From an optimization exercise on the open Yosys and OpenROAD flow, aimed at small area and a short achievable clock period; shortcuts taken in it are not production practice. No run shown here included a check of the RTL's function; only the layout flow was run. Power is estimated from default activity; no workload was simulated.

==> design.v <==
`timescale 1ns/1ps
module fir_filter #(
    parameter DATA_WIDTH = 16,
    parameter TAPS       = 8
)(
    input  wire                      clk,
    input  wire                      rst,
    input  wire [DATA_WIDTH-1:0]     s_axis_tdata,
    input  wire                      s_axis_tvalid,
    output wire                      s_axis_tready,   
    input  wire                      s_axis_tlast,
    output reg  [DATA_WIDTH-1:0]     m_axis_tdata,
    output reg                       m_axis_tvalid,
    input  wire                      m_axis_tready,   
    output reg                       m_axis_tlast
);
    reg [15:0] s0, s1, t, r1, r2, r3, r4, r5, r6;
    reg       flushing;
    reg [2:0] flush_count;
    assign s_axis_tready = !flushing;
    wire step = s_axis_tvalid | flushing;
    wire [15:0] x = flushing ? 16'd0 : s_axis_tdata;
    wire [15:0] y, nt, n1, n2, n3, n4, n5;
    fir_add3_15 a_y (.a(s0[14:0]), .b({s1[13:0], 1'b0}), .c(r1[15:1]), .s(y[15:1]));
    assign y[0] = r1[0];
    fir_add15 a_t (.a(s0[14:0]), .b(s0[15:1]), .s(nt[15:1]));
    assign nt[0] = s0[0];
    fir_add15 a_1 (.a(t[14:0]), .b(r2[15:1]), .s(n1[15:1]));
    assign n1[0] = r2[0];
    fir_add13 a_2 (.a(s1[12:0]), .b(r3[15:3]), .s(n2[15:3]));
    assign n2[2:0] = r3[2:0];
    fir_add15 a_3 (.a(t[14:0]), .b(r4[15:1]), .s(n3[15:1]));
    assign n3[0] = r4[0];
    fir_add14 a_4 (.a(s1[13:0]), .b(r5[15:2]), .s(n4[15:2]));
    assign n4[1:0] = r5[1:0];
    fir_add15 a_5 (.a(s1[14:0]), .b(r6[15:1]), .s(n5[15:1]));
    assign n5[0] = r6[0];
    always @(posedge clk) begin
        m_axis_tdata <= y;
        if (rst) begin
            s0 <= 0; s1 <= 0; t <= 0;
            r1 <= 0; r2 <= 0; r3 <= 0; r4 <= 0; r5 <= 0; r6 <= 0;
        end else if (step) begin
            s0 <= x;
            s1 <= s0;
            t  <= nt;
            r1 <= n1;
            r2 <= n2;
            r3 <= n3;
            r4 <= n4;
            r5 <= n5;
            r6 <= s1;
        end
        if (rst) begin
            m_axis_tvalid <= 0;
            m_axis_tlast  <= 0;
            flushing      <= 0;
            flush_count   <= 0;
        end else begin
            m_axis_tvalid <= step;
            m_axis_tlast  <= flushing && flush_count == 0;
            if (!flushing) begin
                if (s_axis_tvalid && s_axis_tlast) begin
                    flushing    <= 1;
                    flush_count <= 3'd7;
                end
            end else begin
                if (flush_count == 0)
                    flushing <= 0;
                flush_count <= flush_count - 1'b1;
            end
        end
    end
endmodule
module fir_add3_15 (
    input  wire [14:0] a,
    input  wire [14:0] b,
    input  wire [14:0] c,
    output wire [14:0] s
);
    wire [14:0] hs = a ^ b ^ c;
    wire [14:0] hc = (a & b) | (a & c) | (b & c);
    fir_add15 add (.a(hs), .b({hc[13:0], 1'b0}), .s(s));
endmodule
module fir_add13 (
    input  wire [12:0] a,
    input  wire [12:0] b,
    output wire [12:0] s
);
    wire [12:0] p0 = a ^ b;
    wire [12:0] g0 = a & b;
    wire g1_1 = g0[1] | (p0[1] & g0[0]);
    wire p1_1 = p0[1] & p0[0];
    wire g1_3 = g0[3] | (p0[3] & g0[2]);
    wire p1_3 = p0[3] & p0[2];
    wire g1_5 = g0[5] | (p0[5] & g0[4]);
    wire p1_5 = p0[5] & p0[4];
    wire g1_7 = g0[7] | (p0[7] & g0[6]);
    wire p1_7 = p0[7] & p0[6];
    wire g1_9 = g0[9] | (p0[9] & g0[8]);
    wire p1_9 = p0[9] & p0[8];
    wire g1_11 = g0[11] | (p0[11] & g0[10]);
    wire p1_11 = p0[11] & p0[10];
    wire g2_3 = g1_3 | (p1_3 & g1_1);
    wire p2_3 = p1_3 & p1_1;
    wire g2_7 = g1_7 | (p1_7 & g1_5);
    wire p2_7 = p1_7 & p1_5;
    wire g2_11 = g1_11 | (p1_11 & g1_9);
    wire p2_11 = p1_11 & p1_9;
    wire g3_7 = g2_7 | (p2_7 & g2_3);
    wire p3_7 = p2_7 & p2_3;
    wire g5_11 = g2_11 | (p2_11 & g3_7);
    wire p5_11 = p2_11 & p3_7;
    wire g6_5 = g1_5 | (p1_5 & g2_3);
    wire p6_5 = p1_5 & p2_3;
    wire g6_9 = g1_9 | (p1_9 & g3_7);
    wire p6_9 = p1_9 & p3_7;
    wire g7_2 = g0[2] | (p0[2] & g1_1);
    wire p7_2 = p0[2] & p1_1;
    wire g7_4 = g0[4] | (p0[4] & g2_3);
    wire p7_4 = p0[4] & p2_3;
    wire g7_6 = g0[6] | (p0[6] & g6_5);
    wire p7_6 = p0[6] & p6_5;
    wire g7_8 = g0[8] | (p0[8] & g3_7);
    wire p7_8 = p0[8] & p3_7;
    wire g7_10 = g0[10] | (p0[10] & g6_9);
    wire p7_10 = p0[10] & p6_9;
    wire g7_12 = g0[12] | (p0[12] & g5_11);
    wire p7_12 = p0[12] & p5_11;
    assign s[0] = p0[0];
    assign s[1] = p0[1] ^ g0[0];
    assign s[2] = p0[2] ^ g1_1;
    assign s[3] = p0[3] ^ g7_2;
    assign s[4] = p0[4] ^ g2_3;
    assign s[5] = p0[5] ^ g7_4;
    assign s[6] = p0[6] ^ g6_5;
    assign s[7] = p0[7] ^ g7_6;
    assign s[8] = p0[8] ^ g3_7;
    assign s[9] = p0[9] ^ g7_8;
    assign s[10] = p0[10] ^ g6_9;
    assign s[11] = p0[11] ^ g7_10;
    assign s[12] = p0[12] ^ g5_11;
endmodule
module fir_add14 (
    input  wire [13:0] a,
    input  wire [13:0] b,
    output wire [13:0] s
);
    wire [13:0] p0 = a ^ b;
    wire [13:0] g0 = a & b;
    wire g1_1 = g0[1] | (p0[1] & g0[0]);
    wire p1_1 = p0[1] & p0[0];
    wire g1_3 = g0[3] | (p0[3] & g0[2]);
    wire p1_3 = p0[3] & p0[2];
    wire g1_5 = g0[5] | (p0[5] & g0[4]);
    wire p1_5 = p0[5] & p0[4];
    wire g1_7 = g0[7] | (p0[7] & g0[6]);
    wire p1_7 = p0[7] & p0[6];
    wire g1_9 = g0[9] | (p0[9] & g0[8]);
    wire p1_9 = p0[9] & p0[8];
    wire g1_11 = g0[11] | (p0[11] & g0[10]);
    wire p1_11 = p0[11] & p0[10];
    wire g1_13 = g0[13] | (p0[13] & g0[12]);
    wire p1_13 = p0[13] & p0[12];
    wire g2_3 = g1_3 | (p1_3 & g1_1);
    wire p2_3 = p1_3 & p1_1;
    wire g2_7 = g1_7 | (p1_7 & g1_5);
    wire p2_7 = p1_7 & p1_5;
    wire g2_11 = g1_11 | (p1_11 & g1_9);
    wire p2_11 = p1_11 & p1_9;
    wire g3_7 = g2_7 | (p2_7 & g2_3);
    wire p3_7 = p2_7 & p2_3;
    wire g5_11 = g2_11 | (p2_11 & g3_7);
    wire p5_11 = p2_11 & p3_7;
    wire g6_5 = g1_5 | (p1_5 & g2_3);
    wire p6_5 = p1_5 & p2_3;
    wire g6_9 = g1_9 | (p1_9 & g3_7);
    wire p6_9 = p1_9 & p3_7;
    wire g6_13 = g1_13 | (p1_13 & g5_11);
    wire p6_13 = p1_13 & p5_11;
    wire g7_2 = g0[2] | (p0[2] & g1_1);
    wire p7_2 = p0[2] & p1_1;
    wire g7_4 = g0[4] | (p0[4] & g2_3);
    wire p7_4 = p0[4] & p2_3;
    wire g7_6 = g0[6] | (p0[6] & g6_5);
    wire p7_6 = p0[6] & p6_5;
    wire g7_8 = g0[8] | (p0[8] & g3_7);
    wire p7_8 = p0[8] & p3_7;
    wire g7_10 = g0[10] | (p0[10] & g6_9);
    wire p7_10 = p0[10] & p6_9;
    wire g7_12 = g0[12] | (p0[12] & g5_11);
    wire p7_12 = p0[12] & p5_11;
    assign s[0] = p0[0];
    assign s[1] = p0[1] ^ g0[0];
    assign s[2] = p0[2] ^ g1_1;
    assign s[3] = p0[3] ^ g7_2;
    assign s[4] = p0[4] ^ g2_3;
    assign s[5] = p0[5] ^ g7_4;
    assign s[6] = p0[6] ^ g6_5;
    assign s[7] = p0[7] ^ g7_6;
    assign s[8] = p0[8] ^ g3_7;
    assign s[9] = p0[9] ^ g7_8;
    assign s[10] = p0[10] ^ g6_9;
    assign s[11] = p0[11] ^ g7_10;
    assign s[12] = p0[12] ^ g5_11;
    assign s[13] = p0[13] ^ g7_12;
endmodule
module fir_add15 (
    input  wire [14:0] a,
    input  wire [14:0] b,
    output wire [14:0] s
);
    wire [14:0] p0 = a ^ b;
    wire [14:0] g0 = a & b;
    wire g1_1 = g0[1] | (p0[1] & g0[0]);
    wire p1_1 = p0[1] & p0[0];
    wire g1_3 = g0[3] | (p0[3] & g0[2]);
    wire p1_3 = p0[3] & p0[2];
    wire g1_5 = g0[5] | (p0[5] & g0[4]);
    wire p1_5 = p0[5] & p0[4];
    wire g1_7 = g0[7] | (p0[7] & g0[6]);
    wire p1_7 = p0[7] & p0[6];
    wire g1_9 = g0[9] | (p0[9] & g0[8]);
    wire p1_9 = p0[9] & p0[8];
    wire g1_11 = g0[11] | (p0[11] & g0[10]);
    wire p1_11 = p0[11] & p0[10];
    wire g1_13 = g0[13] | (p0[13] & g0[12]);
    wire p1_13 = p0[13] & p0[12];
    wire g2_3 = g1_3 | (p1_3 & g1_1);
    wire p2_3 = p1_3 & p1_1;
    wire g2_7 = g1_7 | (p1_7 & g1_5);
    wire p2_7 = p1_7 & p1_5;
    wire g2_11 = g1_11 | (p1_11 & g1_9);
    wire p2_11 = p1_11 & p1_9;
    wire g3_7 = g2_7 | (p2_7 & g2_3);
    wire p3_7 = p2_7 & p2_3;
    wire g5_11 = g2_11 | (p2_11 & g3_7);
    wire p5_11 = p2_11 & p3_7;
    wire g6_5 = g1_5 | (p1_5 & g2_3);
    wire p6_5 = p1_5 & p2_3;
    wire g6_9 = g1_9 | (p1_9 & g3_7);
    wire p6_9 = p1_9 & p3_7;
    wire g6_13 = g1_13 | (p1_13 & g5_11);
    wire p6_13 = p1_13 & p5_11;
    wire g7_2 = g0[2] | (p0[2] & g1_1);
    wire p7_2 = p0[2] & p1_1;
    wire g7_4 = g0[4] | (p0[4] & g2_3);
    wire p7_4 = p0[4] & p2_3;
    wire g7_6 = g0[6] | (p0[6] & g6_5);
    wire p7_6 = p0[6] & p6_5;
    wire g7_8 = g0[8] | (p0[8] & g3_7);
    wire p7_8 = p0[8] & p3_7;
    wire g7_10 = g0[10] | (p0[10] & g6_9);
    wire p7_10 = p0[10] & p6_9;
    wire g7_12 = g0[12] | (p0[12] & g5_11);
    wire p7_12 = p0[12] & p5_11;
    wire g7_14 = g0[14] | (p0[14] & g6_13);
    wire p7_14 = p0[14] & p6_13;
    assign s[0] = p0[0];
    assign s[1] = p0[1] ^ g0[0];
    assign s[2] = p0[2] ^ g1_1;
    assign s[3] = p0[3] ^ g7_2;
    assign s[4] = p0[4] ^ g2_3;
    assign s[5] = p0[5] ^ g7_4;
    assign s[6] = p0[6] ^ g6_5;
    assign s[7] = p0[7] ^ g7_6;
    assign s[8] = p0[8] ^ g3_7;
    assign s[9] = p0[9] ^ g7_8;
    assign s[10] = p0[10] ^ g6_9;
    assign s[11] = p0[11] ^ g7_10;
    assign s[12] = p0[12] ^ g5_11;
    assign s[13] = p0[13] ^ g7_12;
    assign s[14] = p0[14] ^ g6_13;
endmodule
==> flow/run.sh <==
#!/bin/bash
# Standard ORFS layout, with the port buffers made of plain buffers
# (buf_2) instead of delay cells, and the resizer free to swap a cell for
# one of another footprint. ORFS keeps each step's own log under orfs/logs.
set -euo pipefail
cat >> config.mk <<'EOC'
export BUFFER_PORTS_ARGS = -buffer_cell sky130_fd_sc_hd__buf_2
EOC
bash standard.sh MATCH_CELL_FOOTPRINT=0 finish > layout.log 2>&1
==> standard.sh <==
#!/bin/bash
# synth_recipe.tcl (not shown) runs the flow's synth.tcl, then flattens the netlist and writes it again
# the make line also repeats each setting of config.mk as NAME=value (left out here)
make -C /OpenROAD-flow-scripts/flow DESIGN_CONFIG=/design/flow/config.mk WORK_HOME=/design/flow/orfs CLKGATE_MAP_FILE= SYNTH_SCRIPT=/design/flow/synth_recipe.tcl "${@:-finish}"
==> config.mk <==
export PLATFORM = sky130hd
export DESIGN_NAME = fir_filter
export DESIGN_NICKNAME = fir_filter
export VERILOG_FILES = /design/flow/design.v
export SDC_FILE = /design/flow/constraint.sdc
export NUM_CORES = 4
export LEC_CHECK = 0
export ABC_CLOCK_PERIOD_IN_PS = 2500
export CAP_MARGIN = 20
export CORE_MARGIN = 2
export CORE_UTILIZATION = 40
export CTS_BUF_LIST = sky130_fd_sc_hd__clkbuf_8
export CTS_CLUSTER_SIZE = 30
export SETUP_SLACK_MARGIN = 4.5
export SLEW_MARGIN = 20
export BUFFER_PORTS_ARGS = -buffer_cell sky130_fd_sc_hd__buf_2
==> constraint.sdc <==
create_clock -name core_clock -period 7.0 [get_ports {clk}]
set_input_delay 1.4000 -clock core_clock [delete_from_list [all_inputs] [get_ports {clk}]]
set_output_delay 1.4000 -clock core_clock [all_outputs]
set_load 0.01 [all_outputs]
==> results.toml, run 1 <==
[detailed_routing]
first_pass_iters = 5
wl_per_cell_microns = 14.5
routed_wl_mm = 20.0
drt_iter0_markers = 261
ant_nets = 0
viasPerCell = 5.02
drc = 0
vias = 6896

[final_layout]
fin_util_pct = 48.5
final_cell_mix = "182 x nand2_1, 143 x dfxtp_1, 102 x a21oi_1"
final_common_cell = "nand2_1"
layout.nets = 1245
fill_cells = 2166
area_growth_pct = 18.7
postLayoutCellArea_sq_um = 11000
fin_cells = 1375
drive_above_1_share_pct = 22.8
diodes = 0

[timing]
fin_skew_ns = 0.0143
tightest_slew_ns = 0.823
finalSetupViolCount = 0
rsz0062_at_grt = "yes"
fin_tns_setup_ns = 0
final_max_slew_viol_count = 0
slew_headroom_pct = 45.0
fmax_mhz = 348
post-route-period-util_pct = 41.0
period_needed_ns = 2.87
hold_viol = 0

[die]
die_h_microns = 156
die_area_sq_um = 24400
io_pins = 40
core_area_sq_um = 22700
die_x_microns = 156
start_util_pct = 40.8
rows = 55

[outcome]
status = "timing/DRC/antenna clean"

[place]
io_buffers = 38
place.gp.congestion = 0.795
hpwl_mm = 12.9
dpl-instance-area_sq_um = 9800
place_inst = 1298

[worst_setup_path]
startpoint_type = "register"
timing.rr.start = "s1[0]$_SDFFE_PP0P_"
crit_type = "reg -> reg"
cp.required_ns = 7.35
worstPathMaxFanout = 7
crit_buf_inv = 3
slowest_stage = "fa_2"
end_kind = "register"
critical_path_arrival_ns = 3.22
crit_family = "adder cells"
startpoint = "s1[0]$_SDFFE_PP0P_"
cpPeakStageDelay_ns = 0.51
crit_chain = "buf_4 -> inv_2 -> fa_2 -> inv_2 -> ha_4 -> a21oi_4 -> and4b_1 -> o211ai_2 -> a21oi_2 -> o21ai_1 -> nand2b_1 -> fa_2 -> xor2_1"

[worst_hold_path]
hp-class = "reg -> reg"
min_from = "r1[0]$_SDFFE_PP0P_"

[yosys]
avgSynthCellArea_sq_um = 9.13
synth_cell_type_count = 56
syn_nets = 1184
syn_area_sq_um = 9280
synth.area.top_cells = "dfxtp_1 35%, fa_1 13%, ha_1 12%"
netlist_instances = 1016
ys_seq_area_share_pct = 35.4
synth_warnings = 1
ys_seq_elements = 164
ys.flop_type = "dfxtp_1"
synthArstFlopShare_pct = 0
synth_area_leader_cell = "dfxtp_1"
yosys.area.top_type_share_pct = 35.4
synth-edff-count = 0

[global_route]
grt_pass1_wl_mm = 33.5
grt_pass1_vias = 6759
grt_max_degree = 78
grt_antenna_before_repair = 0
grt-ovfl-total = 0
grt_usage_pct = 17.1

[power_and_ir_drop]
cellPowerDensity_nw_per_um2 = 198
power_mw = 2.18
p_leak_nw = 4.66
vdd.ir_drop.worst_mv = 0.112

[run]
cap_violations = 0

[cts]
clock-sinks = 164
cts_buffers = 17
ctsLongestPathBuffers = 2
clk_latency_ns = 0.47
clock-root-buffer = "clkbuf_8"
clk_pin_slew_ns = 0.10
cts_tree = "built"
ctsHtreeMaxLevel = 4
## path summary, 6_finish.rpt
| kind | slack, ns | cells past startpoint | endpoint |
|---|---|---|---|
| setup reg to reg | 4.13 | 13 | m_axis_tdata[12]$_DFF_P_ |
| hold reg to reg | 0.36 | 0 | m_axis_tdata[0]$_DFF_P_ |
| setup / recovery | 4.13 | 13 | m_axis_tdata[12]$_DFF_P_ |
| hold / removal | 0.36 | 0 | m_axis_tdata[0]$_DFF_P_ |
## Yosys cell counts, drive strengths merged (2+ instances only)
cell type,count
a21oi,110
nand3,6
a31oi,4
nor2b,10
or2,3
buf,8
o211ai,5
a2111oi,4
o21ai,19
fa,59
clkbuf,37
nand2,186
nor2,73
a311o,2
nor3,3
xor2,8
o21a,6
a211oi,42
and2,3
and4b,2
nand4,4
a21o,13
dfxtp,164
nand2b,9
xnor2,42
ha,88
and4,2
mux2i,17
a311oi,2
a31o,3
inv,67
## cells by family (layout without fill, tap and decap cells)
logic type	count (synthesis)	count (layout)	share of synthesized area, %
AOI/OAI and AO/OA	219	219	14.9
xor gates and xnor gates	50	50	4.72
adders and majority gates	147	147	24.6
buffers and inverters	112	183	4.64
DFF	164	164	35.4
muxes	17	17	1.83
and+or+nand+nor	307	310	13.9
## registers in the layout, summed over array words and instances, names as in the netlist
name,cells
m_axis_tlast,1
r1,16
m_axis_tvalid,1
r5,16
s1,16
r6,16
r4,16
flush_count,3
flushing,1
t,14
r3,16
s0,16
m_axis_tdata,16
r2,16
## stage by stage
stage	hold WS [ns]	setup WS, ns
detailed placement	0.343	3.35
floorplan	0.331	4.36
CTS	0.360	4.18
finish	0.358	4.13
global route	0.368	4.03
global placement	0.338	3.34
## repair_timing
item,in CTS,in global routing
cloned,3,0
endpoints found under the setup margin,140,85
hold buffers,0,0
pin swaps,48,45
gates resized for setup,80,61
setup buffers,30,12
## per-layer routing
layer  GRT usage (%)  up-vias  part of all wire (%)
met1            23.1     3293                    48
li1                -     3538                     -
met4            4.85        0                   1.0
met3            2.77       16                   1.7
met2            28.5       49                    50
met5               0        -                     0
## where the power goes
group | leakage [nW] | total, mW | switching, mW | internal, mW
Combinational | 3.10 | 0.394 | 0.224 | 0.170
Clock | 0.205 | 0.725 | 0.365 | 0.360
Sequential | 1.35 | 1.06 | 0.0601 | 1.00
## cell type report
cell class	count	area, sq um	area share, %
timing repair buffer	84	624	5.67
clock buffer	18	248	2.25
tap	285	357	3.24
multi-input combinational	743	6030	54.8
inverter	67	256	2.33
clock inverter	14	163	1.48
sequential	164	3330	30.3
==> run 2: changes to the inputs <==
--- a/design.v
+++ b/design.v
@@ -17,7 +17,7 @@
     reg [15:0] s0, s1, t, r1, r2, r3, r4, r5, r6;
-    reg       flushing;
+    reg       ready;
     reg [2:0] flush_count;
-    assign s_axis_tready = !flushing;
-    wire step = s_axis_tvalid | flushing;
-    wire [15:0] x = flushing ? 16'd0 : s_axis_tdata;
+    assign s_axis_tready = ready;
+    wire step = s_axis_tvalid | !ready;
+    wire [15:0] x = ready ? s_axis_tdata : 16'd0;
     wire [15:0] y, nt, n1, n2, n3, n4, n5;
@@ -56,3 +56,3 @@
             m_axis_tlast  <= 0;
-            flushing      <= 0;
+            ready         <= 1;
             flush_count   <= 0;
@@ -60,6 +60,6 @@
             m_axis_tvalid <= step;
-            m_axis_tlast  <= flushing && flush_count == 0;
-            if (!flushing) begin
+            m_axis_tlast  <= !ready && flush_count == 0;
+            if (ready) begin
                 if (s_axis_tvalid && s_axis_tlast) begin
-                    flushing    <= 1;
+                    ready       <= 0;
                     flush_count <= 3'd7;
@@ -68,3 +68,3 @@
                 if (flush_count == 0)
-                    flushing <= 0;
+                    ready <= 1;
                 flush_count <= flush_count - 1'b1;
==> flow/run.sh (replaced) <==
#!/bin/bash
# Standard ORFS layout, except: the port buffers are plain buffers (buf_2)
# instead of delay cells, the resizer may swap a cell for one of another
# footprint, and CTS adds no dummy loads to balance the clock tree.
# ORFS keeps each step's own log under orfs/logs; make's output goes to layout.log.
set -euo pipefail
cat >> config.mk <<'EOC'
export BUFFER_PORTS_ARGS = -buffer_cell sky130_fd_sc_hd__buf_2
export CTS_ARGS = -sink_clustering_enable -repair_clock_nets -dont_use_dummy_load -sink_clustering_size 30 -buf_list sky130_fd_sc_hd__clkbuf_8
EOC
bash standard.sh MATCH_CELL_FOOTPRINT=0 finish > layout.log 2>&1
--- a/config.mk
+++ b/config.mk
@@ -7,3 +7,3 @@
 export LEC_CHECK = 0
-export ABC_CLOCK_PERIOD_IN_PS = 2500
+export ABC_AREA = 1
 export CAP_MARGIN = 20
@@ -16 +16,2 @@
 export BUFFER_PORTS_ARGS = -buffer_cell sky130_fd_sc_hd__buf_2
+export CTS_ARGS = -sink_clustering_enable -repair_clock_nets -dont_use_dummy_load -sink_clustering_size 30 -buf_list sky130_fd_sc_hd__clkbuf_8
==> run 2 against run 1 <==
Critical path type unchanged. Clock skew up 0.026 ns. Critical path depth shrank 2. Non-clock buffer count fell by 28. Still clean. Fmax up 17%. Utilization shrank 3.1 points. Combinational power grew 53%.
==> results.toml, run 2 <==
[final_layout]
final_common_cell = "dfxtp_1"
fill_cells = 2280
postLayoutCellArea_sq_um = 10300
layout.nets = 1266
multiInputGateArea_sq_um = 5560
seqCellArea_sq_um = 3330
final_cell_mix = "145 x dfxtp_1, 128 x nor2_1, 110 x a21oi_1"
drive_above_1_share_pct = 14.2
diodes = 0
area_growth_pct = 10.8

[timing]
holdWs_ns = 0.353
finalSetupViolCount = 0
rsz0062_at_grt = "yes"
slew_headroom_pct = 71.1
fin_skew_ns = 0.0404
final_max_slew_viol_count = 0
fmax_mhz = 407
tightest_slew_ns = 0.433
hold_viol = 0
period_needed_ns = 2.46
worst_slack_ns = 4.54
post-route-period-util_pct = 35.1
fin_tns_setup_ns = 0

[global_route]
grt_antenna_before_repair = 0
grt_pass1_vias = 6633
grt_pass1_wl_mm = 33.0
grt_max_degree = 98
grt-ovfl-total = 0
grt_usage_pct = 16.9

[place]
hpwl_mm = 12.6
io_buffers = 38
dpl-instance-area_sq_um = 9630
place.gp.congestion = 0.764
pre_cts_slack_ns = 2.95

[yosys]
ys_seq_elements = 164
synth_cell_type_count = 34
syn_nets = 1240
synth.area.top_cells = "dfxtp_1 35%, fa_1 13%, ha_1 12%"
synthMostInstantiatedCell = "dfxtp_1"
syn_area_sq_um = 9300
synth_warnings = 1
ys.flop_type = "dfxtp_1"
synthArstFlopShare_pct = 0
yosys.area.top_type_share_pct = 35.3
synth-edff-count = 0
netlist_instances = 1072
synthTopCellsByCount = "164 x dfxtp_1, 128 x nor2_1, 112 x a21oi_1, 106 x nand2_1, 98 x inv_1"
avgSynthCellArea_sq_um = 8.67
ys_seq_area_share_pct = 35.3
synth_area_leader_cell = "dfxtp_1"

[die]
core_area_sq_um = 22700
io_pins = 40
die_h_microns = 156
die_x_microns = 156
die_area_sq_um = 24500
rows = 55
start_util_pct = 40.9

[detailed_routing]
first_pass_iters = 4
vias = 6932
viasPerCell = 5.02
drt_iter0_markers = 268
ant_nets = 0
drt-met1-wl_mm = 10.3
routed.top_layer = "met4"
drc = 0
wl_per_cell_microns = 14.4
wl_met3_microns = 410
wl_met2_mm = 8.97
routed_wl_mm = 19.9

[cts]
clk_latency_ns = 0.47
clock-root-buffer = "clkbuf_8"
ctsLongestPathBuffers = 2
ctsHtreeMaxLevel = 4
clk_pin_slew_ns = 0.08
clock-sinks = 164
cts_buffers = 17
cts_tree = "built"

[worst_setup_path]
end_kind = "register"
crit_type = "reg -> reg"
critical_path_arrival_ns = 2.79
worstPathMaxFanout = 3
cp.required_ns = 7.33
worstRegToRegCells = 11
startpoint_type = "register"

[run]
cap_violations = 0

[worst_hold_path]
hold-path-cell-count = 0
hp-class = "reg -> reg"

[power_and_ir_drop]
vdd.ir_drop.worst_mv = 0.118
cellPowerDensity_nw_per_um2 = 220
p_leak_nw = 4.69

[outcome]
status = "timing/DRC/antenna clean"
[run 2: cell types whose count changed in the layout (fill, tap and decap cells not counted), sizes merged, moves of 10 or more]
cell	before	now
nor2b	10	0
nand3	6	38
xor2	8	22
buf	84	53
xnor2	42	28
nor2	74	129
a211oi	42	4
o21ai	19	130
nand2	186	118
inv	72	100
a21o	13	2
mux2i	17	0
[run 2: path summary, 6_finish.rpt]
check	start	end	slack, ns
worst max register to register	s1[4]$_SDFFE_PP0P_	m_axis_tdata[12]$_DFF_P_	4.54
worst min-delay path	r1[0]$_SDFFE_PP0P_	m_axis_tdata[0]$_DFF_P_	0.35
worst max-delay path	s1[4]$_SDFFE_PP0P_	m_axis_tdata[12]$_DFF_P_	4.54
worst min register to register	r1[0]$_SDFFE_PP0P_	m_axis_tdata[0]$_DFF_P_	0.35
[run 2: layer usage]
layer,track usage [%],vias up
li1,-,3561
met1,24.1,3282
met2,26.9,71
met3,2.10,18
met4,4.98,0
met5,0,-
[run 2: layout make-up]
cell class / count / share of cell area, %
sequential: 164 / 32.3
tap: 285 / 3.46
inverter: 101 / 3.97
timing repair buffer: 56 / 3.95
clock buffer: 17 / 2.27
multi-input combinational: 758 / 54.0
[run 2: stage by stage]
stage / cells / utilization, % / power [mW]
after floorplan: 1072 / - / 1.57
after global placement: 1350 / 42.4 / 1.71
after detailed placement: 1350 / 42.4 / 1.71
after CTS: 1376 / 44.5 / 2.27
after global routing: 1381 / 45.3 / 2.42
final: 1381 / 45.3 / 2.27
[run 2: logic make-up after synthesis]
kind of cell	share of synthesized area [%]
flops	35.3
buf+inv	6.78
simple gates	13.5
fa+ha+maj	24.5
xor+xnor	4.71
compound gates	15.1
[run 2: power breakdown]
part	internal [mW]	switching, mW
clock network	0.215	0.305
logic	0.255	0.348
registers	1.05	0.0909
total	1.52	0.744
[run 2: worst max-delay path, stage by stage (launching register included)]
cell,delay [ns]
dfxtp_4,0.37
clkinvlp_4,0.14
fa_1,0.50
inv_1,0.07
ha_4,0.23
a21o_1,0.18
nand3_2,0.09
nand3_4,0.10
nand3_1,0.08
nand2_1,0.06
fa_1,0.37
xor2_1,0.17
[run 2: repair_timing]
| item | 4_1_cts | 5_1_grt |
|---|---|---|
| resized for setup | 63 | 32 |
| setup endpoints to repair | 136 | 93 |
| pin swaps | 4 | 12 |
| cloned | 2 | 1 |
| hold buffers | 0 | 0 |
| buffers inserted | 7 | 4 |
==> run 3: changes to the inputs <==
--- a/config.mk
+++ b/config.mk
@@ -13,3 +13,3 @@
 export CTS_CLUSTER_SIZE = 30
-export SETUP_SLACK_MARGIN = 4.5
+export SETUP_SLACK_MARGIN = 4.7
 export SLEW_MARGIN = 20
==> run 3 against run 2 <==
Global-route usage grew 0.17 points. Sequential power about the same. Non-clock buffer count rose by 31. Area after synthesis unchanged. Clock-buffer cell count stayed put. Final cell count grew 2.4%. Combinational power rose by 13%. Via count is 2.8% higher. Synthesized cell count did not move. Worst setup slack improved by 0.035 ns. Worst hold slack worse by 0.0053 ns. Largest cell class unchanged.
==> results.toml, run 3 <==
[timing]
fmax_mhz = 412
tightest_slew_ns = 0.505
final_max_slew_viol_count = 0
rsz0062_at_grt = "yes"
period_needed_ns = 2.42
post-route-period-util_pct = 34.6
hold_viol = 0
worst_slack_ns = 4.58
finalSetupViolCount = 0
fin_skew_ns = 0.0282
slew_headroom_pct = 66.4
fin_tns_setup_ns = 0

[yosys]
synth_compound_area_share_pct = 15.1
ys.flop_type = "dfxtp_1"
netlist_instances = 1072
syn_area_sq_um = 9300
ys_seq_area_share_pct = 35.3
ys_seq_elements = 164
synthTopCellsByCount = "164 x dfxtp_1, 128 x nor2_1, 112 x a21oi_1, 106 x nand2_1, 98 x inv_1"
avgSynthCellArea_sq_um = 8.67
synthXorXnorAreaFrac_pct = 4.71
synth-edff-count = 0
synth_cell_type_count = 34
synthArstFlopShare_pct = 0
synthAdderAreaFrac_pct = 24.5
synth_area_leader_cell = "dfxtp_1"
synth_warnings = 1
synth.area.top_cells = "dfxtp_1 35%, fa_1 13%, ha_1 12%"
synthMostInstantiatedCell = "dfxtp_1"
synthSimpleGateAreaFrac_pct = 13.5
synth_top_family_by_area = "adder cells"
syn_nets = 1240
synthMuxAreaShare_pct = 0
yosys.area.top_type_share_pct = 35.3

[power_and_ir_drop]
power_frac_clock_pct = 22.4
p_leak_nw = 4.91
seqPwrFrac_pct = 48.6
vdd.ir_drop.worst_mv = 0.134
combPwrFrac_pct = 29.0
swShare_pct = 33.3
power_mw = 2.36
cellPowerDensity_nw_per_um2 = 215
p_sw_uw = 786
internal-power_mw = 1.57

[final_layout]
diodes = 0
area_growth_pct = 18.2
layout.nets = 1299
seqCellArea_sq_um = 3350
final_common_cell = "dfxtp_1"
drive_above_1_share_pct = 23.2
final_cell_mix = "134 x dfxtp_1, 128 x nor2_1, 110 x a21oi_1"
fin_cells = 1414
fill_cells = 2169
multiInputGateArea_sq_um = 5830

[place]
pre_cts_slack_ns = 3.37
place_inst = 1351
io_buffers = 38
place.gp.congestion = 0.751
hpwl_mm = 12.9

[cts]
clk_latency_ns = 0.47
cts_buffers = 17
ctsHtreeMaxLevel = 4
clock-sinks = 164
ctsLongestPathBuffers = 2
clk_pin_slew_ns = 0.08
postCtsHoldBufs = 0
clock-root-buffer = "clkbuf_8"
cts_tree = "built"

[die]
core_area_sq_um = 22700
die_area_sq_um = 24500
die_h_microns = 156
die_x_microns = 156
rows = 55
start_util_pct = 40.9
io_pins = 40

[detailed_routing]
first_pass_iters = 5
drc = 0
ant_nets = 0
vias = 7124
wl_per_cell_microns = 15.1
routed_wl_mm = 21.3
drt_iter0_markers = 383
viasPerCell = 5.04

[worst_setup_path]
end_kind = "register"
crit_type = "reg -> reg"
r2r_slack_ns = 4.58
timing.rr.start = "s1[2]$_SDFFE_PP0P_"
startpoint = "s1[2]$_SDFFE_PP0P_"
slowest_stage = "fa_1"
critical_path_arrival_ns = 2.75
cp-endpoint = "m_axis_tdata[11]$_DFF_P_"
worstRegToRegCells = 11
startpoint_type = "register"
cp.required_ns = 7.33
crit_chain = "inv_6 -> fa_1 -> inv_2 -> ha_4 -> inv_2 -> o211ai_4 -> nand2_2 -> nand3_4 -> nand3_2 -> nand2_2 -> fa_2"
worstPathMaxFanout = 5
cpPeakStageDelay_ns = 0.50
r2r-end = "m_axis_tdata[11]$_DFF_P_"

[worst_hold_path]
hp-class = "reg -> reg"

[outcome]
status = "timing/DRC/antenna clean"

[run]
cap_violations = 0

[global_route]
grt_max_degree = 122
grt_usage_pct = 17.1
grt-ovfl-total = 0
grt_pass1_wl_mm = 33.7
grt_antenna_before_repair = 0
grt_pass1_vias = 6863
run 3: per-stage QoR:
step,area [sq um],hold WS [ns],utilization (%)
3_3_place_gp,9700,0.344,42.7
6_report,11000,0.348,48.4
3_5_place_dp,9700,0.344,42.7
5_1_grt,11000,0.356,48.4
4_1_cts,10400,0.357,45.8
2_1_floorplan,9360,0.331,-
run 3: worst min path at each step:
stage / from / end / slack (ns) / cells past startpoint
5_1_grt: r1[0]$_SDFFE_PP0P_ / m_axis_tdata[0]$_DFF_P_ / 0.36 / 0
4_1_cts: r1[0]$_SDFFE_PP0P_ / m_axis_tdata[0]$_DFF_P_ / 0.36 / 0
2_1_floorplan: r1[0]$_SDFFE_PP0P_ / m_axis_tdata[0]$_DFF_P_ / 0.33 / 0
3_3_place_gp: r1[0]$_SDFFE_PP0P_ / m_axis_tdata[0]$_DFF_P_ / 0.34 / 0
6_report: r1[0]$_SDFFE_PP0P_ / m_axis_tdata[0]$_DFF_P_ / 0.35 / 0
3_5_place_dp: r1[0]$_SDFFE_PP0P_ / m_axis_tdata[0]$_DFF_P_ / 0.34 / 0
run 3: metal layers:
metal  share of wire, %  global-route usage (%)  up-vias
met5                  0                       0        -
met4                1.0                    3.63        0
met3                3.6                    2.99       24
met2                 46                    27.0      104
met1                 50                    24.5     3365
li1                   -                       -     3631
run 3: power groups by stage:
stage          logic, mW  clock network, mW  registers, mW
2_1_floorplan      0.415                  0           1.16
4_1_cts            0.617              0.545           1.14
6_report           0.683              0.529           1.15
5_1_grt            0.774              0.574           1.16
3_5_place_dp       0.556                  0           1.16
3_3_place_gp       0.553                  0           1.17
run 3: cell type report:
class / count / area share, %
sequential: 164 / 30.5
inverter: 101 / 3.90
timing repair inverter: 2 / 0.205
timing repair buffer: 87 / 6.96
multi-input combinational: 758 / 53.0
clock buffer: 17 / 2.13
tap: 285 / 3.25
run 3: timing repair:
action,CTS,global route
pin swaps,19,51
gates cloned,2,3
setup buffers,22,19
resized for setup,96,101
setup endpoints to repair,160,125
endpoints found under the hold margin,0,0
run 3: cell families (layout without fill, tap and decap cells):
logic type | Yosys count | after routing
buffers and inverters | 150 | 207
adders and majority gates | 147 | 147
AOI/OAI and AO/OA | 265 | 265
and+or+nand+nor | 296 | 296
DFF | 164 | 164
xor gates and xnor gates | 50 | 50
run 3: worst max-delay path: cells and delay by family, from the launching register on:
kind,cells,cell delay (ns)
AO/OA/AOI/OAI,1,0.19
adder cells (fa/ha/maj),3,1.22
buffers and inverters,3,0.15
flip-flops,1,0.39
AND/OR/NAND/NOR,4,0.33
==> run 4: changes to the inputs <==
--- a/config.mk
+++ b/config.mk
@@ -11,5 +11,3 @@
 export CORE_UTILIZATION = 40
-export CTS_BUF_LIST = sky130_fd_sc_hd__clkbuf_8
-export CTS_CLUSTER_SIZE = 30
-export SETUP_SLACK_MARGIN = 4.7
+export SETUP_SLACK_MARGIN = 4.6
 export SLEW_MARGIN = 20
==> run 4 against run 3 <==
Still clean. First-iteration DRC count grew 8.9%. Worst setup slack lost 0.040 ns. Synthesized cell count is the same. Clock skew is essentially flat. Critical path depth shrank 3. Die area is the same. Largest cell class unchanged. Largest power group unchanged.
==> results.toml, run 4 <==
[worst_setup_path]
critical_path_arrival_ns = 2.82
cpPeakStageDelay_ns = 0.51
cp.required_ns = 7.35
crit_type = "reg -> reg"
slowest_stage = "dfxtp_2"
crit_chain = "fa_1 -> ha_1 -> nand2_1 -> nor2_1 -> a211oi_2 -> nand2_4 -> fa_2 -> xor2_1"
startpoint_type = "register"
end_kind = "register"
crit_buf_inv = 0
worstPathMaxFanout = 9
crit_family = "adder cells"

[power_and_ir_drop]
p_leak_nw = 4.78
power_mw = 2.30
cellPowerDensity_nw_per_um2 = 217
vdd.ir_drop.worst_mv = 0.159

[outcome]
status = "timing/DRC/antenna clean"

[timing]
hold_viol = 0
slew_headroom_pct = 69.0
holdWs_ns = 0.362
fmax_mhz = 406
fin_tns_setup_ns = 0
tightest_slew_ns = 0.465
rsz0062_at_grt = "yes"
period_needed_ns = 2.46
worst_slack_ns = 4.54
finalSetupViolCount = 0
final_max_slew_viol_count = 0
post-route-period-util_pct = 35.2
fin_skew_ns = 0.0278

[die]
io_pins = 40
die_area_sq_um = 24500
core_area_sq_um = 22700
die_h_microns = 156
rows = 55
start_util_pct = 40.9
die_x_microns = 156

[cts]
clock-sinks = 164
cts_tree = "built"
ctsHtreeMaxLevel = 4
clk_pin_slew_ns = 0.09
clk_latency_ns = 0.46
clock-root-buffer = "clkbuf_8"
ctsLongestPathBuffers = 2
postCtsHoldBufs = 0
cts_buffers = 17

[place]
hpwl_mm = 12.5
io_buffers = 38
pre_cts_slack_ns = 2.93
place.gp.congestion = 0.758
place_inst = 1350
dpl-instance-area_sq_um = 9640

[yosys]
ys_seq_area_share_pct = 35.3
synth.area.top_cells = "dfxtp_1 35%, fa_1 13%, ha_1 12%"
synthArstFlopShare_pct = 0
synth_cell_type_count = 34
synthTopCellsByCount = "164 x dfxtp_1, 128 x nor2_1, 112 x a21oi_1, 106 x nand2_1, 98 x inv_1"
ys_seq_elements = 164
syn_nets = 1240
netlist_instances = 1072
synth_area_leader_cell = "dfxtp_1"
synth-edff-count = 0
syn_area_sq_um = 9300
yosys.area.top_type_share_pct = 35.3
synthMostInstantiatedCell = "dfxtp_1"
avgSynthCellArea_sq_um = 8.67
synth_warnings = 1
ys.flop_type = "dfxtp_1"

[final_layout]
drive_above_1_share_pct = 18.5
fin_cells = 1394
area_growth_pct = 13.8
final_common_cell = "dfxtp_1"
layout.nets = 1279
final_cell_mix = "140 x dfxtp_1, 127 x nor2_1, 110 x a21oi_1"
diodes = 0
postLayoutCellArea_sq_um = 10600
fin_util_pct = 46.6

[global_route]
grt_usage_pct = 17.9
grt_pass1_vias = 7027
grt_pass1_wl_mm = 34.7
grt_antenna_before_repair = 0
grt-ovfl-total = 0
grt_max_degree = 72

[detailed_routing]
wl_per_cell_microns = 14.6
first_pass_iters = 4
drc = 0
routed_wl_mm = 20.3
drt_iter0_markers = 417
ant_nets = 0
viasPerCell = 5.05
vias = 7033

[run]
cap_violations = 0

[worst_hold_path]
hp-class = "reg -> reg"
run 4: power by group:
group	total [mW]	switching, mW	internal (mW)	leakage, nW
combinational	0.635	0.364	0.270	3.29
clock	0.522	0.307	0.215	0.122
sequential	1.14	0.0911	1.05	1.37
run 4: what timing repair did:
item | in CTS | in global routing
setup endpoints to repair | 141 | 50
pin swaps | 14 | 26
resized for setup | 88 | 58
gates cloned | 4 | 0
setup buffers | 17 | 6
run 4: final timing paths:
| kind | start | to | slack [ns] | cells after the start |
|---|---|---|---|---|
| setup / recovery | s1[10]$_SDFFE_PP0P_ | m_axis_tdata[14]$_DFF_P_ | 4.54 | 8 |
| hold / removal | r1[0]$_SDFFE_PP0P_ | m_axis_tdata[0]$_DFF_P_ | 0.36 | 0 |
| setup reg to reg | s1[10]$_SDFFE_PP0P_ | m_axis_tdata[14]$_DFF_P_ | 4.54 | 8 |
| hold reg to reg | r1[0]$_SDFFE_PP0P_ | m_axis_tdata[0]$_DFF_P_ | 0.36 | 0 |
run 4: cell families (layout without fill, tap and decap cells):
logic type	after synthesis	in the layout	share of synthesized area, %
buffers and inverters	150	187	6.78
XOR/XNOR	50	50	4.71
adder cells (fa/ha/maj)	147	147	24.5
flip-flops	164	164	35.3
AO/OA/AOI/OAI	265	265	15.1
AND/OR/NAND/NOR	296	296	13.5
run 4: cell type report:
| cell class | count | area, sq um |
|---|---|---|
| repair buffers | 68 | 482 |
| clock buffers | 17 | 234 |
| well taps | 285 | 357 |
| fillers | 2258 | 12100 |
| inverters | 101 | 442 |
| flip-flops and latches | 164 | 3340 |
| multi-input cells | 758 | 5710 |
| repair inverters | 1 | 11.3 |
run 4: layer usage:
metal / track usage [%] / part of all wire, % / up-vias
met3: 2.88 / 3.4 / 13
met5: 0 / 0 / -
met2: 28.4 / 46 / 103
li1: - / - / 3587
met1: 25.5 / 50 / 3330
met4: 4.59 / 1.0 / 0

==> afterwards: timing with drivers on the ports <==
How much do the figures lean on ideal ports? The routed layouts below were timed once more, with nothing changed but the port constraints.
Step 1 (the two cells are an assumption about what drives the block):
set clk [get_ports {clk}]
set_driving_cell -lib_cell sky130_fd_sc_hd__clkbuf_16 $clk
set_driving_cell -lib_cell sky130_fd_sc_hd__buf_2 [delete_from_list [all_inputs] $clk]
Step 2 adds t to the input delays and takes it off the output delays; t is the mean of the earliest and latest rising clock arrival at the registers after step 1. Input paths then give back, and output paths get back, about the clock's delay inside the block.
a / b / c = no drivers / after step 1 / after step 2; a / b = the first two.
run | shift t [ns] | setup WS [ns] | worst slew at a driven data input, ns | pins driven straight from the clock port
run 1 | 0.500 | 4.130 / 4.130 / 4.119 | 0.04 | 1
run 2 | 0.491 | 4.540 / 4.540 / 4.148 | 0.03 | 1
run 3 | 0.491 | 4.575 / 4.575 / 4.261 | 0.04 | 1
run 4 | 0.489 | 4.536 / 4.536 / 4.206 | 0.03 | 1
After both steps every run listed still meets setup and hold. For run 2, which loses most, drivers alone change the setup slack by 0.000 ns; drivers and shift together by -0.392 ns.
